Source: an optimization exercise on an open RTL-to-GDS flow (aim: small area, a short achievable clock period and few clock cycles). Production flows keep margins and buffers that such runs may drop. In this exercise RTL edits were held to simulation tests only and were not proved equivalent to the original. Power is estimated from default activity; no workload was simulated.

run 1:
Design processor_16b, start of the top module:
module processor_16b(
input clk, rst,
input [15:0] din,
output [15:0] dataout, address,
output [7:0] status,
output mem_wr
    );
export LEC_CHECK = 0
export CAP_MARGIN = 20
export CORE_MARGIN = 2
export CORE_UTILIZATION = 55
export CTS_BUF_LIST = sky130_fd_sc_hd__clkbuf_16
export CTS_CLUSTER_DIAMETER = 80
export CTS_CLUSTER_SIZE = 25
export PLACE_DENSITY = 0.7
export SLEW_MARGIN = 20
create_clock -name core_clock -period 50.0 [get_ports {clk}]
standard.sh (not shown) runs the stock make flow with config.mk's settings and CLKGATE_MAP_FILE= SYNTH_SCRIPT=/design/flow/synth_recipe.tcl, a recipe that flattens the netlist after the stock synthesis.
==> flow/flow/run.sh <==
#!/bin/bash
# The standard layout, with two changes in how it is made:
#  - repair_timing is asked to leave a setup margin, so that the paths that
#    set the achieved period (bus outputs, din inputs, ALU) are sized and
#    buffered for a short period rather than only for the 50 ns clock;
#  - every port still gets its buffer, but a plain buf_2 is asked for rather
#    than the delay cells the port buffering otherwise picks.
# The SDC, clock period, synthesis and every other step are the standard ones.
set -euo pipefail
bash standard.sh SETUP_SLACK_MARGIN=38 "BUFFER_PORTS_ARGS=-buffer_cell sky130_fd_sc_hd__buf_2" finish > standard.log 2>&1
Testbench counts of run 1, summed over its fixed seeds: cycles 29,935.
For run 2, these inputs were changed with respect to run 1:
--- a/flow/design.v
+++ b/flow/design.v
@@ -9,17 +9,16 @@
     reg        exe;             
     reg        dv;              
     reg        mv;              
     reg [15:0] pc;              
     reg [15:0] ir;
     reg [15:0] opa, opb;        
     reg        fN, fZ, fC;
     reg [16:0] acc;             
-    reg [15:0] quo;             
     reg [3:0]  cnt;             
     reg        d_ua;            
     reg        d_ub;            
     reg        d_wr;            
     reg        d_cal;           
     reg        d_ill;           
     function legal_f;
         input [15:0] w;
@@ -108,24 +107,24 @@
                 if (x[i]) blen = i + 1;
         end
     endfunction
     wire [4:0] la = blen(a);
     wire [4:0] lb = blen(b);
     wire [3:0] d0 = la[3:0] - lb[3:0];
     wire b_zero = (b == 16'd0);
     wire div_one = (la == lb);                        
-    wire b_gt_a = gtf(a, b);
+    wire b_gt_a = cry;                                
     wire div_trivial = b_zero || b_gt_a || div_one;    
-    wire [15:0] rem   = acc[15:0];
+    wire [15:0] rem   = opa;
     wire [15:0] bs    = b << cnt;
     wire [16:0] rsum  = csadd(rem, ~bs, 1'b1);
     wire [16:0] rdiff = {~rsum[16], rsum[15:0]};      
     wire        qbit  = ~rdiff[16];
-    wire [15:0] qnext = {quo[14:0], qbit};
+    wire [15:0] qnext = {acc[14:0], qbit};
     function [2:0] topdig;                            
         input [15:0] x;
         begin
             if (x[15])              topdig = 3'd5;
             else if (|x[14:12])     topdig = 3'd4;
             else if (|x[11:9])      topdig = 3'd3;
             else if (|x[8:6])       topdig = 3'd2;
             else if (|x[5:3])       topdig = 3'd1;
@@ -220,40 +219,38 @@
     wire        nz  = (wr_fwd && setf) ? (res == 16'd0) : fZ;
     wire [4:0]  nk  = din[11:7];
     wire        nl  = legal_f(din);
     always @(posedge clk)
         if (fetch) begin
             ir  <= din;
             opa <= na;
             opb <= nb;
-        end
+        end else if (dv && qbit)
+            opa <= rdiff[15:0];
     always @(posedge clk) begin
         if (rst || (!fetch && to_fetch)) begin
             d_ua <= 1'b0; d_ub <= 1'b0; d_wr <= 1'b0; d_cal <= 1'b0; d_ill <= 1'b0;
         end else if (fetch) begin
             d_ua  <= nl && (nk == 5'd12 || nk == 5'd16 || nk == 5'd17);
             d_ub  <= nl && (nk == 5'd11 || nk == 5'd13 || (nk == 5'd14 && nz) || (nk == 5'd15 && !nz));
             d_wr  <= nl && (nk == 5'd12 || nk == 5'd16);
             d_cal <= nl && nk == 5'd16;
             d_ill <= !nl;
         end
     end
     always @(posedge clk) begin
         if (div_go && exe && !dv && !mv) begin
-            acc <= {1'b0, a};
-            quo <= 16'd0;
+            acc <= 17'd0;
             cnt <= d0;
         end else if (mul_go && exe && !dv && !mv) begin
             acc <= mres;
             cnt <= {1'b0, mj0 - 3'd1};
         end else if (dv) begin
-            if (qbit)
-                acc[15:0] <= rdiff[15:0];
-            quo <= qnext;
+            acc[15:0] <= qnext;
             cnt <= cnt - 4'd1;
         end else if (mv) begin
             acc <= mres;
             cnt <= cnt - 4'd1;
         end
     end
     always @(posedge clk) begin
         if (rst)
==> run notes <==
- The post-route minimum period number comes out higher for run 2 vs run 1.
- Summary: max-slew headroom at the worst pin, run 2 worse than run 1
- Multi-input logic portion of the cell area delta for run 2 relative to run 1: 0.72 points higher
- Against run 1, sequential power in run 2 fell by a few percent.
- Run 1 was larger in final cell area than run 2.
- Run 2: number of buffers inserted during clock tree synthesis is 1 lower than what run 1 reported.
- Lower clock power goes to run 2 over run 1.
- Going from run 1 to run 2, the via count was found to have gone down by 1.8%.
Testbench counts of run 2, summed over its fixed seeds: cycles 29,935.

==> afterwards: timing with drivers on the ports <==
The results above use ideal ports. As a check the final layouts listed here were re-extracted and re-timed, cells and wires unchanged.
Step 1 (the two cells are an assumption about what drives the block):
set clk [get_ports {clk}]
set_driving_cell -lib_cell sky130_fd_sc_hd__clkbuf_16 $clk
set_driving_cell -lib_cell sky130_fd_sc_hd__buf_2 [delete_from_list [all_inputs] $clk]
Step 2 also shifts input and output timing later by t, the mid clock arrival at the registers, as if the neighbouring blocks saw the same clock.
Slacks: ideal / step 1 / step 2; pairs: ideal / step 1.
| run | shift t [ns] | setup WS [ns] | worst hold slack (ns) |
|---|---|---|---|
| run 1 | 0.562 | 38.063 / 38.015 / 37.943 | 0.466 / 0.466 / 0.466 |
| run 2 | 0.560 | 38.024 / 37.971 / 37.931 | 0.472 / 0.472 / 0.472 |
After both steps setup and hold are still met in every run listed. For run 1, which loses most, drivers alone change the setup slack by -0.048 ns; drivers and shift together by -0.120 ns.
